This design comes from an exercise in tuning for a short achievable clock period and low power on the open sky130 flow, not from production work. No run shown here included a check of the RTL's function; only the layout flow was run. Power is estimated from default activity; no workload was simulated.

### flow/design.v
`timescale 1ns / 1ps
module mac_iso (
    input en,
    input [7:0] a, input [7:0] b,
    output [7:0] ya, output [7:0] yb
);
    assign ya = a & {8{en}};
    assign yb = b & {8{en}};
endmodule
module mac_axi4s (
    input clk, input reset, input en,
    input [7:0] data, input [7:0] weight,
    output [15:0] acc
);
    wire [7:0] d, w;
    mac_iso iso (.en(en), .a(data), .b(weight), .ya(d), .yb(w));
    reg [15:0] s;
    reg [2:0] c;
    wire [7:0] pp0 = d & {8{w[0]}};
    wire [7:0] pp1 = d & {8{w[1]}};
    wire [7:0] pp2 = d & {8{w[2]}};
    wire [7:0] pp3 = d & {8{w[3]}};
    wire [7:0] pp4 = d & {8{w[4]}};
    wire [7:0] pp5 = d & {8{w[5]}};
    wire [7:0] pp6 = d & {8{w[6]}};
    wire [7:0] pp7 = d & {8{w[7]}};
    wire t1 = pp0[4] ^ pp1[3];
    wire u2 = pp0[4] & pp1[3];
    wire t3 = pp0[5] ^ pp1[4] ^ pp2[3];
    wire u4 = (pp0[5] & pp1[4]) | (pp0[5] & pp2[3]) | (pp1[4] & pp2[3]);
    wire t5 = pp0[6] ^ pp1[5] ^ pp2[4];
    wire u6 = (pp0[6] & pp1[5]) | (pp0[6] & pp2[4]) | (pp1[5] & pp2[4]);
    wire t7 = pp3[3] ^ pp4[2];
    wire u8 = pp3[3] & pp4[2];
    wire t9 = pp0[7] ^ pp1[6] ^ pp2[5];
    wire u10 = (pp0[7] & pp1[6]) | (pp0[7] & pp2[5]) | (pp1[6] & pp2[5]);
    wire t11 = pp3[4] ^ pp4[3] ^ pp5[2];
    wire u12 = (pp3[4] & pp4[3]) | (pp3[4] & pp5[2]) | (pp4[3] & pp5[2]);
    wire t13 = pp6[1] ^ pp7[0];
    wire u14 = pp6[1] & pp7[0];
    wire t15 = pp1[7] ^ pp2[6] ^ pp3[5];
    wire u16 = (pp1[7] & pp2[6]) | (pp1[7] & pp3[5]) | (pp2[6] & pp3[5]);
    wire t17 = pp4[4] ^ pp5[3] ^ pp6[2];
    wire u18 = (pp4[4] & pp5[3]) | (pp4[4] & pp6[2]) | (pp5[3] & pp6[2]);
    wire t19 = pp7[1] ^ s[8] ^ c[1];
    wire u20 = (pp7[1] & s[8]) | (pp7[1] & c[1]) | (s[8] & c[1]);
    wire t21 = pp2[7] ^ pp3[6] ^ pp4[5];
    wire u22 = (pp2[7] & pp3[6]) | (pp2[7] & pp4[5]) | (pp3[6] & pp4[5]);
    wire t23 = pp5[4] ^ pp6[3] ^ pp7[2];
    wire u24 = (pp5[4] & pp6[3]) | (pp5[4] & pp7[2]) | (pp6[3] & pp7[2]);
    wire t25 = pp3[7] ^ pp4[6] ^ pp5[5];
    wire u26 = (pp3[7] & pp4[6]) | (pp3[7] & pp5[5]) | (pp4[6] & pp5[5]);
    wire t27 = pp0[3] ^ pp1[2];
    wire u28 = pp0[3] & pp1[2];
    wire t29 = t1 ^ pp2[2] ^ pp3[1];
    wire u30 = (t1 & pp2[2]) | (t1 & pp3[1]) | (pp2[2] & pp3[1]);
    wire t31 = pp4[0] ^ s[4];
    wire u32 = pp4[0] & s[4];
    wire t33 = u2 ^ t3 ^ pp3[2];
    wire u34 = (u2 & t3) | (u2 & pp3[2]) | (t3 & pp3[2]);
    wire t35 = pp4[1] ^ pp5[0] ^ s[5];
    wire u36 = (pp4[1] & pp5[0]) | (pp4[1] & s[5]) | (pp5[0] & s[5]);
    wire t37 = u4 ^ t5 ^ t7;
    wire u38 = (u4 & t5) | (u4 & t7) | (t5 & t7);
    wire t39 = pp5[1] ^ pp6[0] ^ s[6];
    wire u40 = (pp5[1] & pp6[0]) | (pp5[1] & s[6]) | (pp6[0] & s[6]);
    wire t41 = u6 ^ u8 ^ t9;
    wire u42 = (u6 & u8) | (u6 & t9) | (u8 & t9);
    wire t43 = t11 ^ t13 ^ s[7];
    wire u44 = (t11 & t13) | (t11 & s[7]) | (t13 & s[7]);
    wire t45 = u10 ^ u12 ^ u14;
    wire u46 = (u10 & u12) | (u10 & u14) | (u12 & u14);
    wire t47 = t15 ^ t17 ^ t19;
    wire u48 = (t15 & t17) | (t15 & t19) | (t17 & t19);
    wire t49 = u16 ^ u18 ^ u20;
    wire u50 = (u16 & u18) | (u16 & u20) | (u18 & u20);
    wire t51 = t21 ^ t23 ^ s[9];
    wire u52 = (t21 & t23) | (t21 & s[9]) | (t23 & s[9]);
    wire t53 = u22 ^ u24 ^ t25;
    wire u54 = (u22 & u24) | (u22 & t25) | (u24 & t25);
    wire t55 = pp6[4] ^ pp7[3] ^ s[10];
    wire u56 = (pp6[4] & pp7[3]) | (pp6[4] & s[10]) | (pp7[3] & s[10]);
    wire t57 = u26 ^ pp4[7] ^ pp5[6];
    wire u58 = (u26 & pp4[7]) | (u26 & pp5[6]) | (pp4[7] & pp5[6]);
    wire t59 = pp6[5] ^ pp7[4] ^ s[11];
    wire u60 = (pp6[5] & pp7[4]) | (pp6[5] & s[11]) | (pp7[4] & s[11]);
    wire t61 = pp5[7] ^ pp6[6] ^ pp7[5];
    wire u62 = (pp5[7] & pp6[6]) | (pp5[7] & pp7[5]) | (pp6[6] & pp7[5]);
    wire t63 = s[12] ^ c[2];
    wire u64 = s[12] & c[2];
    wire t65 = pp6[7] ^ pp7[6];
    wire u66 = pp6[7] & pp7[6];
    wire t67 = pp0[2] ^ pp1[1];
    wire u68 = pp0[2] & pp1[1];
    wire t69 = t27 ^ pp2[1] ^ pp3[0];
    wire u70 = (t27 & pp2[1]) | (t27 & pp3[0]) | (pp2[1] & pp3[0]);
    wire t71 = u28 ^ t29 ^ t31;
    wire u72 = (u28 & t29) | (u28 & t31) | (t29 & t31);
    wire t73 = u30 ^ u32 ^ t33;
    wire u74 = (u30 & u32) | (u30 & t33) | (u32 & t33);
    wire t75 = u34 ^ u36 ^ t37;
    wire u76 = (u34 & u36) | (u34 & t37) | (u36 & t37);
    wire t77 = u38 ^ u40 ^ t41;
    wire u78 = (u38 & u40) | (u38 & t41) | (u40 & t41);
    wire t79 = u42 ^ u44 ^ t45;
    wire u80 = (u42 & u44) | (u42 & t45) | (u44 & t45);
    wire t81 = u46 ^ u48 ^ t49;
    wire u82 = (u46 & u48) | (u46 & t49) | (u48 & t49);
    wire t83 = u50 ^ u52 ^ t53;
    wire u84 = (u50 & u52) | (u50 & t53) | (u52 & t53);
    wire t85 = u54 ^ u56 ^ t57;
    wire u86 = (u54 & u56) | (u54 & t57) | (u56 & t57);
    wire t87 = u58 ^ u60 ^ t61;
    wire u88 = (u58 & u60) | (u58 & t61) | (u60 & t61);
    wire t89 = u62 ^ u64 ^ t65;
    wire u90 = (u62 & u64) | (u62 & t65) | (u64 & t65);
    wire t91 = u66 ^ pp7[7];
    wire u92 = u66 & pp7[7];
    wire t93 = pp0[1] ^ pp1[0];
    wire u94 = pp0[1] & pp1[0];
    wire t95 = t67 ^ pp2[0] ^ s[2];
    wire u96 = (t67 & pp2[0]) | (t67 & s[2]) | (pp2[0] & s[2]);
    wire t97 = u68 ^ t69 ^ s[3];
    wire u98 = (u68 & t69) | (u68 & s[3]) | (t69 & s[3]);
    wire t99 = u70 ^ t71 ^ c[0];
    wire u100 = (u70 & t71) | (u70 & c[0]) | (t71 & c[0]);
    wire t101 = u72 ^ t73 ^ t35;
    wire u102 = (u72 & t73) | (u72 & t35) | (t73 & t35);
    wire t103 = u74 ^ t75 ^ t39;
    wire u104 = (u74 & t75) | (u74 & t39) | (t75 & t39);
    wire t105 = u76 ^ t77 ^ t43;
    wire u106 = (u76 & t77) | (u76 & t43) | (t77 & t43);
    wire t107 = u78 ^ t79 ^ t47;
    wire u108 = (u78 & t79) | (u78 & t47) | (t79 & t47);
    wire t109 = u80 ^ t81 ^ t51;
    wire u110 = (u80 & t81) | (u80 & t51) | (t81 & t51);
    wire t111 = u82 ^ t83 ^ t55;
    wire u112 = (u82 & t83) | (u82 & t55) | (t83 & t55);
    wire t113 = u84 ^ t85 ^ t59;
    wire u114 = (u84 & t85) | (u84 & t59) | (t85 & t59);
    wire t115 = u86 ^ t87 ^ t63;
    wire u116 = (u86 & t87) | (u86 & t63) | (t87 & t63);
    wire t117 = u88 ^ t89 ^ s[13];
    wire u118 = (u88 & t89) | (u88 & s[13]) | (t89 & s[13]);
    wire t119 = u90 ^ t91 ^ s[14];
    wire u120 = (u90 & t91) | (u90 & s[14]) | (t91 & s[14]);
    wire t121 = u92 ^ s[15];
    wire u122 = u92 & s[15];
    wire [15:0] x = {u120, u118, u116, u114, u112, u110, u108, u106, u104, u102, u100, u98, u96, u94, t93, pp0[0]};
    wire [15:0] y = {t121, t119, t117, t115, t113, t111, t109, t107, t105, t103, t101, t99, t97, t95, s[1], s[0]};
    wire [4:0] blk0 = {1'b0, x[3:0]} + {1'b0, y[3:0]};
    wire [4:0] blk1 = {1'b0, x[7:4]} + {1'b0, y[7:4]};
    wire [4:0] blk2 = {1'b0, x[11:8]} + {1'b0, y[11:8]};
    wire [4:0] blk3 = {1'b0, x[15:12]} + {1'b0, y[15:12]};
    wire [15:0] s_next = {blk3[3:0], blk2[3:0], blk1[3:0], blk0[3:0]};
    wire [2:0] c_next = {blk2[4], blk1[4], blk0[4]};
    assign acc = s + ({15'd0, c[0]} << 4) + ({15'd0, c[1]} << 8) + ({15'd0, c[2]} << 12);
    always @(posedge clk)
        if (!reset) begin
            s <= 16'd0;
            c <= 0;
        end else if (en) begin
            s <= s_next;
            c <= c_next;
        end
endmodule
`timescale 1ns / 1ps
module macs_axi4s #(
    parameter NUM_MACS = 8
) (
    input reset,
    input clk,
    input wire s_axis_tvalid,
    output reg s_axis_tready,
    input wire [127:0] s_axis_tdata,
    output wire [127:0] m_axis_tdata,
    output reg m_axis_tvalid,
    input wire m_axis_tready,
    input wire [15:0] s_axis_tkeep,
    output wire [15:0] m_axis_tkeep,
    input wire s_axis_tlast,
    output reg m_axis_tlast
);
    assign m_axis_tkeep = 16'hffff;
    always @(posedge clk) begin
        m_axis_tlast <= s_axis_tlast;
        if (!reset) begin
            s_axis_tready <= 1'b0;
            m_axis_tvalid <= 1'b0;
        end else begin
            s_axis_tready <= m_axis_tready;
            m_axis_tvalid <= s_axis_tvalid;
        end
    end
    wire en = s_axis_tvalid & m_axis_tready & reset;
    genvar i;
    generate
        for (i = 0; i < NUM_MACS; i = i + 1) begin : lane
            mac_axi4s mac_i (.clk(clk), .reset(reset), .en(en),
                .data(s_axis_tdata[16*i +: 8]), .weight(s_axis_tdata[16*i+8 +: 8]),
                .acc(m_axis_tdata[16*i +: 16]));
        end
    endgenerate
endmodule
### flow/constraint.sdc
create_clock -name core_clock -period 5.0 [get_ports {clk}]
set_input_delay 1.0000 -clock core_clock [delete_from_list [all_inputs] [get_ports {clk}]]
set_output_delay 1.0000 -clock core_clock [all_outputs]
set_load 0.01 [all_outputs]
### flow/run.sh
#!/bin/bash
# synth_recipe.tcl (not shown) runs the flow's synth.tcl, then flattens the netlist and writes it again
# the make line also repeats each setting of config.mk as NAME=value (left out here)
make -C /OpenROAD-flow-scripts/flow DESIGN_CONFIG=/design/flow/config.mk WORK_HOME=/design/flow/orfs CLKGATE_MAP_FILE= SYNTH_SCRIPT=/design/flow/synth_recipe.tcl finish
### flow/config.mk
export PLATFORM = sky130hd
export DESIGN_NAME = macs_axi4s
export DESIGN_NICKNAME = macs_axi4s
export VERILOG_FILES = /design/flow/design.v
export SDC_FILE = /design/flow/constraint.sdc
export NUM_CORES = 4
export LEC_CHECK = 0
export CAP_MARGIN = 20
export CORE_MARGIN = 2
export CORE_UTILIZATION = 40
export CTS_BUF_LIST = sky130_fd_sc_hd__clkbuf_4 sky130_fd_sc_hd__clkbuf_8
export SETUP_SLACK_MARGIN = 0.3
export SLEW_MARGIN = 20
export SYNTH_HIERARCHICAL = 1
==> flow_summary.ini, run 1 <==
[logic_synthesis]
yosysTopAreaCell = fa_1
ys.flop_type = dfxtp_1
avgSynthCellArea_um2 = 9.27
synth_most_common_cell = inv_1
synth-async-reset-ratio_pct = 0
ys_top_cells_by_count = 472 x inv_1, 432 x fa_1, 376 x and2_1
synth.cell_area_mm2 = 0.0261
synth_seq_area_share_pct = 11.9
ys_top_cells_by_area = fa_1 33%, dfxtp_1 12%, ha_1 11%, and2_1 9.0%, inv_1 6.8%
synth_cell_type_count = 36
yosys_warnings = 8
syn_inst = 2815
synth_edf_count = 0
ys_ff_latch = 155
yosys.area.top_type_share_pct = 33.1

[critical_path]
critPathCaptureType = flip-flop
crit_top_cell = fa_1
crit_path_max_fanout = 7
cp_data_arrival_time_ns = 5.15
required_ns = 5.52
crit_buf_inv = 7
worstPathCellList = buf_6 -> and3_4 -> buf_12 -> buf_16 -> buf_8 -> and2_4 -> and2_4 -> fa_1 -> inv_2 -> fa_1 -> fa_1 -> inv_1 -> fa_1 -> inv_2 -> fa_2 -> nor2b_4 -> nor3_2 -> a21oi_1 -> nor2b_1
cp_top_family = adder cells
crit_type = in -> reg
slowest_delay_ns = 0.55
cp-start-kind = input pin
critical-path-slowest-cell = fa_1

[clock_network]
cts.sinks = 155
cts_buffer_depth = 2
cts_tree = done
clkTransAtPathRegs_ns = 0.09
cts_root_buf = clkbuf_8
cts-buffers-inserted = 17
worstSkewPairLatency_ns = 0.59
cts_max_level = 4

[worst_hold_path]
hp-class = reg -> reg

[sta]
whs_ns = 0.512
hold_viol_final = 0
slew_headroom_pct = 48.2
tightest_slew_ns = 0.776
finalSetupTns_ns = 0
fin_skew_ns = 0.0196
max_freq_mhz = 216
fin_crit_sh_pct = 92.8
drv_slew = 0
rsz0062_at_grt = false
timing.final.setup_violations = 0
period_minus_slack_ns = 4.64

[pwr]
leakagePower_nw = 14.5
ir_drop_mv = 0.200
p_total_mw = 3.00
p_per_area_mw_per_mm2 = 95.6

[cells_and_area]
drive_above_1_share_pct = 13.9
ff_latch_area_mm2 = 0.00310
fillers = 6168
layout.nets = 3985
syn2layout_area_growth_pct = 20.4
finalInstanceArea_mm2 = 0.0314
multi_input_area_mm2 = 0.0210
fin_cells = 4050

[run_status]
outcome = timing/DRC/antenna clean

[floorplan]
die_y_um = 259
die_area_mm2 = 0.0673
ios = 296
start_util_pct = 40.5
die_x_um = 259
core_area_mm2 = 0.0645
rows = 93

[flow_run]
drv_cap = 0

[detailed_routing]
drt-total-wl_mm = 61.7
wl_per_cell_um = 15.2
drtAntennaViolNets = 0
viasPerCell = 4.90
drt_pass1_iterations = 5
drc_errors = 0
first_iter_violations = 672
via_count = 19862

[grt]
overflow = 0
groute.usage.overall_pct = 19.3
grt_max_degree = 77
grt_pass1_wl_mm = 105
grt_antenna_before_repair = 6
grt_pass1_vias = 21926

[place]
port-buffer-count = 263
dp_hpwl_mm = 52.0
dp_cells = 4003
postPlaceCellArea_mm2 = 0.0307
routabilityCongestion = 0.904
[cells by family after synthesis]
group           synth area share [%]
mux                             2.15
fa+ha+maj                       43.9
compound gates                  7.25
xor+xnor                        3.22
other cells                   0.0144
buf+inv                         9.25
simple gates                    22.3
flops                           11.9
[power by group]
| part | internal (mW) | switching [mW] | total (mW) |
|---|---|---|---|
| registers | 1.26 | 0.0390 | 1.30 |
| clock network | 0.438 | 0.607 | 1.04 |
| logic | 0.344 | 0.315 | 0.659 |
| total | 2.04 | 0.960 | 3.00 |
[through the flow]
stage | setup WS (ns) | utilization [%]
final | 0.362 | 48.7
after global routing | 0.303 | 48.7
after CTS | 0.277 | 48.4
after detailed placement | -0.506 | 47.7
after global placement | -0.446 | 47.7
after floorplan | 0.280 | -
[layout by cell type, fill, tap and decap left out, types with 60 or more instances in the layout]
| cell type | netlist | routed |
|---|---|---|
| a21oi_1 | 64 | 60 |
| and2_1 | 376 | 343 |
| and2_4 | 0 | 88 |
| buf_4 | 48 | 160 |
| clkdlybuf4s50_1 | 0 | 260 |
| dfxtp_1 | 155 | 155 |
| fa_1 | 432 | 384 |
| ha_1 | 224 | 215 |
| inv_1 | 472 | 460 |
| nand2_1 | 232 | 224 |
| nand3_1 | 64 | 64 |
| nor2b_1 | 104 | 97 |
[Yosys stat by module, one instance, submodules excluded]
module	area (um^2)	copies in the design	cells inside
mac_iso	126	8	17
mac_axi4s	3110	8	332
macs_axi4s	205	1	23
[routing by layer]
layer  vias up  global-route usage [%]  routed length, um
met2       267                    35.5              32400
met3        98                    3.31               1990
met4         6                    6.13               1660
li1       9539                       -                  -
met1      9952                    22.8              25600
met5         -                       0                 39
[sequential cells by signal (all words and copies together), names as in the netlist]
register / count
lane.mac_i.c: 24
lane.mac_i.s: 128
m_axis_tlast: 1
m_axis_tvalid: 1
s_axis_tready: 1
[worst reg2reg max path, stage by stage (launching register included)]
cell and delay (ns):
dfxtp_1 0.43, inv_1 0.09, fa_1 0.45, fa_1 0.46, fa_1 0.49, inv_1 0.05
fa_1 0.53, inv_1 0.07, fa_2 0.35, nor2b_1 0.16, nor3_1 0.07, a21oi_1 0.13
nor2b_1 0.06
[final cells by class]
| cell class | count | share of cell area (%) |
|---|---|---|
| Clock buffer | 20 | 0.856 |
| Tap cell | 855 | 3.41 |
| Inverter | 472 | 5.64 |
| Sequential cell | 155 | 9.88 |
| Clock inverter | 12 | 0.410 |
| Multi-Input combinational cell | 2099 | 66.8 |
| Timing Repair Buffer | 435 | 13.0 |
| Antenna cell | 2 | 0.0159 |
[final timing paths]
path	startpoint	endpoint	slack, ns	cells past startpoint
max	reset	lane[6].mac_i.s[6]$_SDFFE_PN0P_	0.36	19
min	lane[6].mac_i.s[2]$_SDFFE_PN0P_	lane[6].mac_i.s[2]$_SDFFE_PN0P_	0.51	1
max reg2reg	lane[7].mac_i.c[1]$_SDFFE_PN0P_	lane[7].mac_i.s[10]$_SDFFE_PN0P_	1.55	12
min reg2reg	lane[6].mac_i.s[2]$_SDFFE_PN0P_	lane[6].mac_i.s[2]$_SDFFE_PN0P_	0.51	1
[what timing repair did]
action / in CTS / in global routing
hold buffers: 0 / 0
setup buffers: 3 / 8
setup endpoints to repair: 64 / 80
pin swaps: 3 / 17
gates cloned: 1 / 1
gates resized for setup: 15 / 29
==> run 2: changes to the inputs <==
--- a/flow/design.v
+++ b/flow/design.v
@@ -1,18 +1,23 @@
 `timescale 1ns / 1ps
 module mac_iso (
-    input en,
+    input s_axis_tvalid, input m_axis_tready, input reset,
     input [7:0] a, input [7:0] b,
+    output en,
     output [7:0] ya, output [7:0] yb
 );
+    assign en = s_axis_tvalid & m_axis_tready & reset;
     assign ya = a & {8{en}};
     assign yb = b & {8{en}};
 endmodule
 module mac_axi4s (
-    input clk, input reset, input en,
+    input clk, input reset,
+    input s_axis_tvalid, input m_axis_tready,
     input [7:0] data, input [7:0] weight,
     output [15:0] acc
 );
+    wire en;
     wire [7:0] d, w;
-    mac_iso iso (.en(en), .a(data), .b(weight), .ya(d), .yb(w));
+    mac_iso iso (.s_axis_tvalid(s_axis_tvalid), .m_axis_tready(m_axis_tready), .reset(reset),
+                 .a(data), .b(weight), .en(en), .ya(d), .yb(w));
     reg [15:0] s;
     reg [2:0] c;
@@ -173,6 +178,6 @@
     input wire s_axis_tvalid,
     output reg s_axis_tready,
-    input wire [127:0] s_axis_tdata,
-    output wire [127:0] m_axis_tdata,
+    input wire [127:0] s_axis_tdata,    
+    output wire [127:0] m_axis_tdata,   
     output reg m_axis_tvalid,
     input wire m_axis_tready,
@@ -193,9 +198,10 @@
         end
     end
-    wire en = s_axis_tvalid & m_axis_tready & reset;
     genvar i;
     generate
         for (i = 0; i < NUM_MACS; i = i + 1) begin : lane
-            mac_axi4s mac_i (.clk(clk), .reset(reset), .en(en),
+            mac_axi4s mac_i (
+                .clk(clk), .reset(reset),
+                .s_axis_tvalid(s_axis_tvalid), .m_axis_tready(m_axis_tready),
                 .data(s_axis_tdata[16*i +: 8]), .weight(s_axis_tdata[16*i+8 +: 8]),
                 .acc(m_axis_tdata[16*i +: 16]));
==> flow/flow/run.sh (new file) <==
#!/bin/bash
# Own layout flow: the standard flow, run in two parts.
#  1. the standard synthesis, unchanged;
#  2. the rest of the standard flow, with clock tree synthesis told not to add dummy
#     load cells (they only balance the tree and burn clock power).
# Each part's full output goes to its own log file in the work folder.
set -euo pipefail
bash standard.sh synth > flow_synth.log 2>&1
CTS="-sink_clustering_enable -repair_clock_nets -dont_use_dummy_load"
CTS="$CTS -buf_list {sky130_fd_sc_hd__clkbuf_4 sky130_fd_sc_hd__clkbuf_8}"
bash standard.sh "CTS_ARGS=$CTS" finish > flow_layout.log 2>&1
==> flow/standard.sh (new file) <==
#!/bin/bash
# synth_recipe.tcl (not shown) runs the flow's synth.tcl, then flattens the netlist and writes it again
# the make line also repeats each setting of config.mk as NAME=value (left out here)
make -C /OpenROAD-flow-scripts/flow DESIGN_CONFIG=/design/flow/config.mk WORK_HOME=/design/flow/orfs CLKGATE_MAP_FILE= SYNTH_SCRIPT=/design/flow/synth_recipe.tcl "${@:-finish}"
--- a/flow/config.mk
+++ b/flow/config.mk
@@ -10,5 +10,5 @@
 export CORE_UTILIZATION = 40
 export CTS_BUF_LIST = sky130_fd_sc_hd__clkbuf_4 sky130_fd_sc_hd__clkbuf_8
-export SETUP_SLACK_MARGIN = 0.3
+export SETUP_SLACK_MARGIN = 1.0
 export SLEW_MARGIN = 20
 export SYNTH_HIERARCHICAL = 1
removed: flow/run.sh
==> run 2 against run 1 <==
Critical path type unchanged. Highest routed layer unchanged. Global-route usage up 2.5 points. Maximum frequency up 6.4%. Count of clock-buffer cells in the layout down 3. Sequential cell count unchanged.
==> flow_summary.ini, run 2 <==
[sta]
max_freq_mhz = 229
period_minus_slack_ns = 4.36
hold_viol_final = 0
slew_headroom_pct = 59.4
drv_slew = 0
timing.final.setup_violations = 0
rsz0062_at_grt = true
fin_ws_ns = 0.640
fin_crit_sh_pct = 87.2
fin_skew_ns = 0.0292
tightest_slew_ns = 0.609

[logic_synthesis]
synth_seq_area_share_pct = 11.8
synth_edf_count = 0
yosys.area.top_type_share_pct = 32.8
synth.cell_area_mm2 = 0.0264
yosysTopAreaCell = fa_1
synth_most_common_cell = inv_1
avgSynthCellArea_um2 = 9.29
yosys.area_share.simple_pct = 23.0
ys_ff_latch = 155
synth-compound-area-share_pct = 7.18
syn_inst = 2838
yosys_warnings = 8
synth_fa_ha_area_share_pct = 43.4
muxShareOfSynthArea_pct = 2.13
synth-async-reset-ratio_pct = 0
synthXorXnorAreaFrac_pct = 3.19
ys.flop_type = dfxtp_1
ys_top_cells_by_count = 472 x inv_1, 432 x fa_1, 346 x and2_1
synth_top_family_by_area = adder cells
synth_cell_type_count = 35
ys_top_cells_by_area = fa_1 33%, dfxtp_1 12%, ha_1 11%, and2_1 8.2%, inv_1 6.7%

[clock_network]
cts-buffers-inserted = 17
clkTransAtPathRegs_ns = 0.08
holdBufCountCts = 0
cts.sinks = 155
cts_tree = done
cts_buffer_depth = 2
cts_max_level = 4
cts_root_buf = clkbuf_8
worstSkewPairLatency_ns = 0.57

[critical_path]
cp-start-kind = input pin
crit_type = in -> reg
critPathCaptureType = flip-flop
required_ns = 5.50
cp_data_arrival_time_ns = 4.86
crit_path_max_fanout = 8

[pwr]
p_per_area_mw_per_mm2 = 87.2
leakagePower_nw = 15.6
p_total_mw = 3.01
ir_drop_mv = 0.194

[detailed_routing]
drt-total-wl_mm = 74.0
wl_per_cell_um = 17.8
via_count = 21371
drtAntennaViolNets = 0
viasPerCell = 5.14
first_iter_violations = 895
drt_pass1_iterations = 7
drc_errors = 0

[cells_and_area]
drive_above_1_share_pct = 25.4
layout.nets = 4092
largest-register = lane.mac_i.s
final_common_cell = inv_1
reg_top3 = lane.mac_i.s (128), lane.mac_i.c (24)
final_cell_mix = 402 x inv_1, 300 x and2_1, 289 x fa_1
post-route-util_pct = 52.6
fillers = 5878
largest_register_ffs = 128
syn2layout_area_growth_pct = 30.8

[grt]
grt_antenna_before_repair = 16
overflow = 0
grt_max_degree = 58
groute.usage.overall_pct = 21.8
grt_pass1_wl_mm = 117
grt_pass1_vias = 22438

[place]
dpl_worst_slack_ns = -0.0800
routabilityCongestion = 0.877
port-buffer-count = 263
dp_hpwl_mm = 54.2

[floorplan]
die_y_um = 261
ios = 296
core_area_mm2 = 0.0655
start_util_pct = 40.2
rows = 94
die_area_mm2 = 0.0680
die_x_um = 261

[flow_run]
drv_cap = 0

[run_status]
outcome = timing/DRC/antenna clean

[worst_hold_path]
hp-class = reg -> reg
## run 2: cell count changes after synthesis, sizes merged
cell,change
and4,+128
buf,+16
and3,+7
and2,-128
## run 2: metrics by stage
| stage | std cells | setup TNS [ns] | hold slack [ns] | cell area, um^2 |
|---|---|---|---|---|
| final | 4156 | 0 | 0.515 | 34500 |
| after global routing | 4152 | 0 | 0.537 | 34500 |
| after CTS | 4080 | 0 | 0.523 | 33100 |
| after detailed placement | 3946 | -0.406 | 0.494 | 31100 |
| after global placement | 3946 | -0.0136 | 0.484 | 31100 |
| after floorplan | 2853 | 0 | 0.475 | 27500 |
## run 2: final timing paths
path	startpoint	endpoint	slack, ns	cells past startpoint
worst min-delay path	lane[6].mac_i.s[15]$_SDFFE_PN0P_	lane[6].mac_i.s[15]$_SDFFE_PN0P_	0.52	2
worst max-delay path	s_axis_tvalid	lane[2].mac_i.s[6]$_SDFFE_PN0P_	0.64	18
worst max register to register	lane[0].mac_i.c[1]$_SDFFE_PN0P_	lane[0].mac_i.s[10]$_SDFFE_PN0P_	1.55	12
worst min register to register	lane[6].mac_i.s[15]$_SDFFE_PN0P_	lane[6].mac_i.s[15]$_SDFFE_PN0P_	0.52	2
## run 2: critical path, cell delays in order
cell and delay [ns]:
buf_16 0.14, buf_16 0.17, clkbuf_16 0.18, and4_4 0.20, and2_1 0.16, ha_1 0.27
inv_1 0.05, fa_1 0.53, inv_1 0.06, fa_1 0.51, fa_1 0.51, ha_2 0.18
inv_1 0.05, fa_2 0.36, nor2b_1 0.15, nor3_1 0.15, a21oi_1 0.07, nor2b_1 0.11
## run 2: what timing repair did
| action | in CTS | in global routing |
|---|---|---|
| setup buffers | 102 | 59 |
| setup endpoints to repair | 86 | 90 |
| resized for setup | 246 | 199 |
| pin swaps | 156 | 175 |
| gates cloned | 15 | 10 |
## run 2: modules after synthesis, one instance, submodules excluded
module      cell area (um^2)  cells  flops+latches
macs_axi4s               196     22              3
mac_iso                  161     20              0
mac_axi4s               3110    332             19
## run 2: area by class of cell
class | count | area [um^2] | area share [%]
Antenna cell | 7 | 17.5 | 0.0508
Inverter | 472 | 1770 | 5.14
Multi-Input combinational cell | 2106 | 22500 | 65.4
Timing Repair Buffer | 535 | 5740 | 16.6
Tap cell | 864 | 1080 | 3.14
Sequential cell | 155 | 3100 | 9.00
Clock buffer | 17 | 234 | 0.679
## run 2: kinds of logic (layout without fill, tap and decap cells)
group           count (synthesis)  in the layout
compound gates                264            264
xor+xnor                       96             96
fa+ha+maj                     656            656
buf+inv                       592           1024
flops                         155            155
mux                            56             56
other cells                     1             23
simple gates                 1018           1018
## run 2: where the power goes
| group | switching (mW) | internal (mW) | leakage, nW | total, mW |
|---|---|---|---|---|
| logic | 0.431 | 0.473 | 14.2 | 0.904 |
| registers | 0.0382 | 1.26 | 1.26 | 1.30 |
| clock network | 0.505 | 0.299 | 0.122 | 0.804 |
## run 2: metal layers
layer	share of wire [%]	global-route usage [%]	vias to the layer above
li1	-	-	10029
met1	43	28.0	10802
met2	49	37.0	427
met3	5.3	4.19	93
met4	1.9	6.73	20
met5	0.16	0	-
==> run 3: changes to the inputs <==
--- a/flow/design.v
+++ b/flow/design.v
@@ -1,10 +1,14 @@
 `timescale 1ns / 1ps
+module mac_en (
+    input s_axis_tvalid, input m_axis_tready, input reset,
+    output en
+);
+    assign en = s_axis_tvalid & m_axis_tready & reset;
+endmodule
 module mac_iso (
-    input s_axis_tvalid, input m_axis_tready, input reset,
+    input en,
     input [7:0] a, input [7:0] b,
-    output en,
     output [7:0] ya, output [7:0] yb
 );
-    assign en = s_axis_tvalid & m_axis_tready & reset;
     assign ya = a & {8{en}};
     assign yb = b & {8{en}};
@@ -18,6 +22,6 @@
     wire en;
     wire [7:0] d, w;
-    mac_iso iso (.s_axis_tvalid(s_axis_tvalid), .m_axis_tready(m_axis_tready), .reset(reset),
-                 .a(data), .b(weight), .en(en), .ya(d), .yb(w));
+    mac_en acc_en (.s_axis_tvalid(s_axis_tvalid), .m_axis_tready(m_axis_tready), .reset(reset), .en(en));
+    mac_iso iso (.en(en), .a(data), .b(weight), .ya(d), .yb(w));
     reg [15:0] s;
     reg [2:0] c;
==> run 3 against run 2 <==
Utilization rose by 0.69 points. Hold slack improved by 0.0017 ns. Largest cell class unchanged. Cell area fell by 0.30%. First-iteration DRC count fell by 12%.
==> flow_summary.ini, run 3 <==
[critical_path]
r2r_cells = 12
reg2reg_from = lane[6].mac_i.c[1]$_SDFFE_PN0P_
cp-start-kind = input pin
crit_buf_inv = 6
slowest_delay_ns = 0.54
r2r_setup_slack_ns = 1.54
cp_data_arrival_time_ns = 4.92
worstPathCellList = buf_16 -> buf_12 -> buf_12 -> and3_4 -> and2_4 -> and2_4 -> fa_1 -> inv_1 -> fa_1 -> fa_1 -> inv_1 -> fa_1 -> inv_2 -> fa_2 -> nor2b_4 -> nor3_2 -> a21oi_2 -> nor2b_1
crit_path_max_fanout = 7
critical-path-slowest-cell = fa_1
crit_type = in -> reg
cp_top_family = adder cells
critPathCaptureType = flip-flop
crit_top_cell = fa_1
r2r-end = lane[6].mac_i.s[10]$_SDFFE_PN0P_
required_ns = 5.51

[cells_and_area]
largest-register = lane.mac_i.s
largest_register_ffs = 128
final_cell_mix = 377 x inv_1, 296 x and2_1, 279 x fa_1
drive_above_1_share_pct = 28.9
final_common_cell = inv_1
post-route-util_pct = 53.3
layout.nets = 4139
syn2layout_area_growth_pct = 31.5
reg_top3 = lane.mac_i.s (128), lane.mac_i.c (24)
finalInstanceArea_mm2 = 0.0344

[flow_run]
drv_cap = 0

[detailed_routing]
via_count = 20712
drt_pass1_iterations = 5
drt-total-wl_mm = 70.1
wl_per_cell_um = 16.7
viasPerCell = 4.94
drc_errors = 0
first_iter_violations = 787
drtAntennaViolNets = 0

[sta]
slew_headroom_pct = 44.8
tightest_slew_ns = 0.829
fin_skew_ns = 0.0366
period_minus_slack_ns = 4.42
max_freq_mhz = 226
fin_crit_sh_pct = 88.3
timing.final.setup_violations = 0
rsz0062_at_grt = true
drv_slew = 0
hold_viol_final = 0

[logic_synthesis]
synth.cell_area_mm2 = 0.0261
ys.flop_type = dfxtp_1
yosysTopAreaCell = fa_1
synth_most_common_cell = inv_1
synth_seq_area_share_pct = 11.9
synth_edf_count = 0
ys_top_cells_by_count = 472 x inv_1, 432 x fa_1, 378 x and2_1
avgSynthCellArea_um2 = 9.26
yosys.area.top_type_share_pct = 33.1
synth_cell_type_count = 36
yosys_warnings = 8
syn_inst = 2822
ys_top_cells_by_area = fa_1 33%, dfxtp_1 12%, ha_1 11%, and2_1 9.0%, inv_1 6.8%
ys_ff_latch = 155
synth-async-reset-ratio_pct = 0

[worst_hold_path]
worstHoldStart = lane[5].mac_i.s[15]$_SDFFE_PN0P_
holdPathEnd = lane[5].mac_i.s[15]$_SDFFE_PN0P_
holdPathStages = 2
hp-class = reg -> reg

[clock_network]
worstSkewPairLatency_ns = 0.58
cts.sinks = 155
cts_tree = done
cts_max_level = 4
cts-buffers-inserted = 17
cts_buffer_depth = 2
clkTransAtPathRegs_ns = 0.10
cts_root_buf = clkbuf_8

[pwr]
p_per_area_mw_per_mm2 = 86.0
p_total_mw = 2.96
leakagePower_nw = 15.6
ir_drop_mv = 0.204

[floorplan]
die_area_mm2 = 0.0674
rows = 93
die_y_um = 260
start_util_pct = 40.5
die_x_um = 260
core_area_mm2 = 0.0645
ios = 296

[grt]
overflow = 0
groute.usage.overall_pct = 21.6
grt_antenna_before_repair = 3
grt_pass1_vias = 22702
grt_max_degree = 88
grt_pass1_wl_mm = 115

[place]
routabilityCongestion = 0.847
dp_hpwl_mm = 53.7
port-buffer-count = 263
postPlaceCellArea_mm2 = 0.0313

[run_status]
outcome = timing/DRC/antenna clean
run 3: what timing repair did:
item | CTS | global route
gates resized for setup | 325 | 147
gates cloned | 20 | 0
buffers inserted | 84 | 37
hold buffers | 0 | 0
setup endpoints to repair | 114 | 92
pin swaps | 307 | 152
run 3: metrics by stage:
step | std cells | hold slack, ns | setup slack, ns | setup TNS (ns)
after global routing | 4190 | 0.542 | 0.478 | 0
final | 4190 | 0.517 | 0.585 | 0
after global placement | 4029 | 0.486 | -0.451 | -18.48
after CTS | 4150 | 0.516 | 0.640 | 0
after floorplan | 2837 | 0.475 | 0.509 | 0
after detailed placement | 4029 | 0.505 | -0.471 | -21.79
run 3: modules after synthesis, one instance, submodules excluded:
module	flip-flops and latches	cells inside	copies in the design
mac_iso	0	17	8
mac_axi4s	19	332	8
macs_axi4s	3	22	1
mac_en	0	1	8
run 3: metal layers:
metal	vias up	wire, um	track usage (%)
met3	93	2830	3.75
met1	10400	30000	26.9
met5	-	0	0
li1	9867	-	-
met4	0	1750	7.60
met2	352	35600	37.6
run 3: worst max-delay path by stage:
stage,from,endpoint,depth (start not counted)
6_report,s_axis_tvalid,lane[5].mac_i.s[6]$_SDFFE_PN0P_,18
2_1_floorplan,reset,lane[0].mac_i.s[6]$_SDFFE_PN0P_,15
4_1_cts,s_axis_tvalid,lane[4].mac_i.s[6]$_SDFFE_PN0P_,17
5_1_grt,s_axis_tvalid,lane[5].mac_i.s[7]$_SDFFE_PN0P_,17
3_3_place_gp,s_axis_tvalid,lane[6].mac_i.s[10]$_SDFFE_PN0P_,17
3_5_place_dp,s_axis_tvalid,lane[6].mac_i.s[10]$_SDFFE_PN0P_,17
run 3: layout make-up:
cell class              instances  area [um^2]
repair buffers                569         5510
fillers                      5838        30100
well taps                     855         1070
inverters                     472         1770
flip-flops and latches        155         3100
diodes                          3         7.51
clock buffers                  17          234
multi-input cells            2119        22700
run 3: kinds of logic after synthesis:
family	share of synthesized area (%)
muxes	2.15
DFF	11.9
adders and majority gates	43.8
buffers and inverters	9.23
and+or+nand+nor	22.5
AOI/OAI and AO/OA	7.24
other	0.0144
xor gates and xnor gates	3.22
run 3: report_power, final:
group          internal, mW  switching (mW)
Combinational         0.447           0.383
Sequential             1.26          0.0386
Clock                 0.300           0.527
Total                  2.01           0.949
run 3: worst reg2reg max path, delay by kind of cell, from the launching register on:
family / cells / cell delay, ns
buffers and inverters: 3 / 0.17
AND/OR/NAND/NOR: 3 / 0.39
AO/OA/AOI/OAI: 1 / 0.06
adder cells (fa/ha/maj): 5 / 2.39
flip-flops: 1 / 0.39

==> static timing again, ports no longer ideal <==
The results above use ideal ports. As a check the final layouts listed here were re-extracted and re-timed, cells and wires unchanged.
Step 1 sets driving cells, clkbuf_16 on the clock port and buf_2 on the other inputs (assumed; they add their load-dependent delay and slew).
Step 2 also shifts input and output timing later by t, the mid clock arrival at the registers, as if the neighbouring blocks saw the same clock.
Slacks: no drivers / after step 1 / after step 2; pairs: no drivers / after step 1.
| run | t (ns) | setup WS [ns] | worst slew at a driven data input, ns | cell pins on the clock port's net |
|---|---|---|---|---|
| run 1 | 0.625 | 0.362 / 0.351 / -0.274 | 0.12 | 1 |
| run 2 | 0.611 | 0.640 / 0.489 / -0.121 | 0.30 | 1 |
| run 3 | 0.619 | 0.585 / 0.585 / -0.034 | 0.09 | 1 |
With both steps, setup timing fails in every run listed, where it was met with ideal ports. The setup slack of run 2, which loses most, moves by -0.151 ns with the drivers and by -0.761 ns with both steps.
